Source: an optimization exercise on an open RTL-to-GDS flow (aim: small area). Production flows keep margins and buffers that such runs may drop.
Where RTL was checked, it was by simulation tests only, not by an equivalence proof against the original.
Power and IR drop assume default switching activity.

Setup of job 1942:
==> module pctrl, before the edit <==
module pctrl #(
   parameter [7:0]   ADDR = 8'd0
)(
   input             clk,
   input             nRst,
   input             rx,
   output reg        busy,
   output reg  [7:0] cnt,
   output reg        mine,
   output reg  [2:0] op
);
   wire end_res = cnt[7] & (cnt[5:0] == 6'd63);
   wire end_op  = cnt[6] & (cnt[4:0] == 5'd31);
   wire end_mis = cnt[6] & cnt[5] & (cnt[3:0] == 4'b1010);
   wire last    = mine ? (op[2:1] == 2'b01 ? end_res : end_op) : end_mis;
   always @(posedge clk or negedge nRst) begin
      if (!nRst)
         busy <= 1'b0;
      else if (!busy)
         busy <= !rx;
      else if (last)
         busy <= 1'b0;
   end
   always @(posedge clk) begin
      if (!busy) begin
         cnt   <= 8'd48;
         mine  <= 1'b1;
      end else begin
         cnt   <= cnt + 1'b1;
         if (cnt[7:3] == 5'b00110 && rx != ADDR[cnt[2:0]]) mine <= 1'b0;
         if (cnt == 8'd56) op[0] <= rx;
         if (cnt == 8'd57) op[1] <= rx;
         if (cnt == 8'd58) op[2] <= rx;
      end
   end
endmodule
==> module pdata, before the edit <==
module pdata(
   input             clk,
   input             nRst,
   input             rx,
   input             busy,
   input      [7:0]  cnt,
   input             mine,
   input      [2:0]  op,
   output            tx
);
   reg   [31:0]   d1;
   reg   [31:0]   d2;
   reg   [31:0]   l;
   reg   [31:0]   m;
   reg   [63:0]   up;
   reg            c;
   reg            pc;
   reg            z1, z2, za;
   wire  act      = busy & mine;
   wire  exec     = act & (cnt[7] | cnt[6]);
   wire  mulop    = op[2] & (op[1] ^ op[0]);
   wire  out_d1   = exec & (op == 3'd0);
   wire  out_d2   = exec & (op == 3'd1);
   wire  out_res  = exec & (op[2:1] == 2'b01);
   wire  res_lo   = out_res & ~cnt[7];
   wire  res_hi   = out_res & cnt[7];
   wire  step     = act & mulop & ~cnt[7] & cnt[6] & ~cnt[5];
   wire  start    = act & mulop & ~cnt[7] & ~cnt[6] & (cnt[3:0] == 4'hf);
   wire  clr      = start & (~op[1] | za);
   wire  last     = step & (cnt[4:0] == 5'd31);
   wire  s1       = (step & ~last) | res_lo;
   wire  h        = ~s1 & ~last & ~clr;
   reg         b;
   always @(posedge clk)
      b <= ~z1 & ~z2 & (start ? d2[0] : (step & ~last & d2[1]));
   wire [32:0] ax    = {m[0], l};
   wire [32:0] ay    = {c, d1 & {32{b}}};
   wire [33:0] cy;
   wire [32:0] res;
   assign cy[0] = 1'b0;
   genvar i;
   generate
      for (i = 0; i < 33; i = i + 1) begin : fa
         assign res[i]  = ax[i] ^ ay[i] ^ cy[i];
         assign cy[i+1] = (ax[i] & ay[i]) | (cy[i] & (ax[i] ^ ay[i]));
      end
   endgenerate
   wire        zap   = za | ~op[1];
   wire [1:0]  uin   = up[1:0] & {2{~zap}};
   wire        u0    = uin[0] ^ pc;
   wire        uc0   = uin[0] & pc;
   wire        u1    = uin[1] ^ uc0;
   wire        uc1   = uin[1] & uc0;
   wire        u_sh  = step | (res_hi & cnt[0]);
   wire        tapu  = up[cnt[0]];
   wire        tap   = res_lo ? l[0] : (tapu ^ pc);
   assign tx = (out_d1 & ~z1 & d1[0]) | (out_d2 & ~z2 & d2[0]) |
               (out_res & ~za & tap);
   always @(posedge clk) begin
      if (out_d1)       d1 <= {rx, d1[31:1]};
      if (out_d2)       d2 <= {rx, d2[31:1]};
      else if (step)    d2 <= {d2[0], d2[31:1]};
      l  <= ({32{h}}    & l)
          | ({32{s1}}   & res[32:1])
          | ({32{last}} & {res[0], m[31:1]});
      m  <= ({32{h}}    & m)
          | ({32{s1}}   & {step & res[0], m[31:1]})
          | ({32{last}} & res[32:1]);
      if (u_sh)
         up <= {(step ? {u1, u0} : 2'b00), up[63:2]};
      c  <= step & cy[33];
      if (clr || (res_hi && cnt[5:0] == 6'd63))
         pc <= 1'b0;
      else if (step)
         pc <= last ? cy[33] : uc1;
      else if (res_hi)
         pc <= pc & tapu;
   end
   always @(posedge clk or negedge nRst) begin
      if (!nRst) begin
         z1    <= 1'b1;
         z2    <= 1'b1;
         za    <= 1'b1;
      end else begin
         if (out_d1 && cnt[4:0] == 5'd31) z1 <= 1'b0;
         if (out_d2 && cnt[4:0] == 5'd31) z2 <= 1'b0;
         if (last)                   za <= 1'b0;
      end
   end
endmodule
make LEC_CHECK=0 CAP_MARGIN=20 CORE_MARGIN=2 CORE_UTILIZATION=70 CTS_BUF_LIST=sky130_fd_sc_hd__clkbuf_16 CTS_CLUSTER_DIAMETER=80 CTS_CLUSTER_SIZE=30 PLACE_DENSITY=0.8 SETUP_SLACK_MARGIN=0.05 SLEW_MARGIN=20 finish   # period 14.0 ns
run.sh (not shown) runs the stock make flow with config.mk's settings and CLKGATE_MAP_FILE= SYNTH_SCRIPT=/design/flow/synth_recipe.tcl, a recipe that flattens the netlist after the stock synthesis.
The inputs of job 8951 differ from those of job 1942 as listed below.
--- a/flow/design.v
+++ b/flow/design.v
@@ -7,32 +7,30 @@
    output reg        busy,
    output reg  [7:0] cnt,
    output reg        mine,
    output reg  [2:0] op
 );
-   wire end_res = cnt[7] & (cnt[5:0] == 6'd63);
-   wire end_op  = cnt[6] & (cnt[4:0] == 5'd31);
-   wire end_mis = cnt[6] & cnt[5] & (cnt[3:0] == 4'b1010);
-   wire last    = mine ? (op[2:1] == 2'b01 ? end_res : end_op) : end_mis;
+   wire last = mine ? (op[2:1] == 2'b01 ? (cnt == 8'd159) : (cnt == 8'd63))
+                    : (cnt == 8'd74);
    always @(posedge clk or negedge nRst) begin
       if (!nRst)
          busy <= 1'b0;
       else if (!busy)
          busy <= !rx;
       else if (last)
          busy <= 1'b0;
    end
    always @(posedge clk) begin
       if (!busy) begin
-         cnt   <= 8'd48;
+         cnt   <= 8'd16;
          mine  <= 1'b1;
       end else begin
          cnt   <= cnt + 1'b1;
-         if (cnt[7:3] == 5'b00110 && rx != ADDR[cnt[2:0]]) mine <= 1'b0;
-         if (cnt == 8'd56) op[0] <= rx;
-         if (cnt == 8'd57) op[1] <= rx;
-         if (cnt == 8'd58) op[2] <= rx;
+         if (cnt[7:3] == 5'b00010 && rx != ADDR[cnt[2:0]]) mine <= 1'b0;
+         if (cnt == 8'd24) op[0] <= rx;
+         if (cnt == 8'd25) op[1] <= rx;
+         if (cnt == 8'd26) op[2] <= rx;
       end
    end
 endmodule
 module pdata(
    input             clk,
@@ -51,26 +49,27 @@
    reg   [63:0]   up;
    reg            c;
    reg            pc;
    reg            z1, z2, za;
    wire  act      = busy & mine;
-   wire  exec     = act & (cnt[7] | cnt[6]);
+   wire  exec     = act & (cnt[7:5] != 3'd0);
    wire  mulop    = op[2] & (op[1] ^ op[0]);
    wire  out_d1   = exec & (op == 3'd0);
    wire  out_d2   = exec & (op == 3'd1);
    wire  out_res  = exec & (op[2:1] == 2'b01);
-   wire  res_lo   = out_res & ~cnt[7];
-   wire  res_hi   = out_res & cnt[7];
-   wire  step     = act & mulop & ~cnt[7] & cnt[6] & ~cnt[5];
-   wire  start    = act & mulop & ~cnt[7] & ~cnt[6] & (cnt[3:0] == 4'hf);
+   wire  res_lo   = out_res & (cnt[7:5] == 3'd1 || cnt[7:5] == 3'd2);
+   wire  res_hi   = out_res & ~res_lo;
+   wire  step     = act & mulop & (cnt[7:5] == 3'd1);
+   wire  start    = act & mulop & (cnt == 8'd31);
    wire  clr      = start & (~op[1] | za);
-   wire  last     = step & (cnt[4:0] == 5'd31);
+   wire  last     = step & (cnt == 8'd63);
    wire  s1       = (step & ~last) | res_lo;
    wire  h        = ~s1 & ~last & ~clr;
    reg         b;
    always @(posedge clk)
-      b <= ~z1 & ~z2 & (start ? d2[0] : (step & ~last & d2[1]));
+      b <= act & mulop & (cnt >= 8'd31) & (cnt <= 8'd62) & ~z1 & ~z2 &
+           ((cnt == 8'd31) ? d2[0] : d2[1]);
    wire [32:0] ax    = {m[0], l};
    wire [32:0] ay    = {c, d1 & {32{b}}};
    wire [33:0] cy;
    wire [32:0] res;
    assign cy[0] = 1'b0;
@@ -103,11 +102,11 @@
           | ({32{s1}}   & {step & res[0], m[31:1]})
           | ({32{last}} & res[32:1]);
       if (u_sh)
          up <= {(step ? {u1, u0} : 2'b00), up[63:2]};
       c  <= step & cy[33];
-      if (clr || (res_hi && cnt[5:0] == 6'd63))
+      if (clr || (res_hi && cnt == 8'd159))
          pc <= 1'b0;
       else if (step)
          pc <= last ? cy[33] : uc1;
       else if (res_hi)
          pc <= pc & tapu;
@@ -116,12 +115,12 @@
       if (!nRst) begin
          z1    <= 1'b1;
          z2    <= 1'b1;
          za    <= 1'b1;
       end else begin
-         if (out_d1 && cnt[4:0] == 5'd31) z1 <= 1'b0;
-         if (out_d2 && cnt[4:0] == 5'd31) z2 <= 1'b0;
+         if (out_d1 && cnt == 8'd63) z1 <= 1'b0;
+         if (out_d2 && cnt == 8'd63) z2 <= 1'b0;
          if (last)                   za <= 1'b0;
       end
    end
 endmodule
 module percept #(
Findings:
For job 1942, the largest family of logic cells by synthesized area was adder cells, unlike job 8951, where it was compound AO/OA/AOI/OAI gates. Job 8951 ended up with a lower sequential share of layout area than job 1942 did. Comparing cell area for job 8951 and job 1942, the bigger number came from job 8951. Job 8951 against job 1942: share of synthesized cell area in full adder, half adder and majority cells went down, final core utilization saw little to no change, count of clock buffers in the final design picked up an extra 1, met1 routing resource usage after global routing went up 0.74 points, switching power rose 0.33 mW.
Function not checked in job 8951: the RTL went through the layout flow alone.

## re-timing with driven ports
In the flow no input, the clock included, has a driving cell. The finished layouts below were timed again as built, in two steps. Step 1, drivers: a clkbuf_16 drives clk and a buf_2 each remaining input, both assumed. Step 2 times the ports against the registers' clock, not the clock port: input delays grow and output delays shrink by t, the midpoint of the rising clock arrivals with the driver on. Three values: ideal ports, drivers, drivers and shift; two values: the first two.
run	shift t [ns]	slack for setup (ns)	worst setup path at the end	worst data-port slew with drivers (ns)	cell pins on the clock port's net
job 1942	0.641	0.550 / 0.550 / 0.550	register to register	0.06	1
job 8951	0.647	0.486 / 0.486 / 0.486	register to register	0.06	1
After both steps every run listed still meets setup and hold.
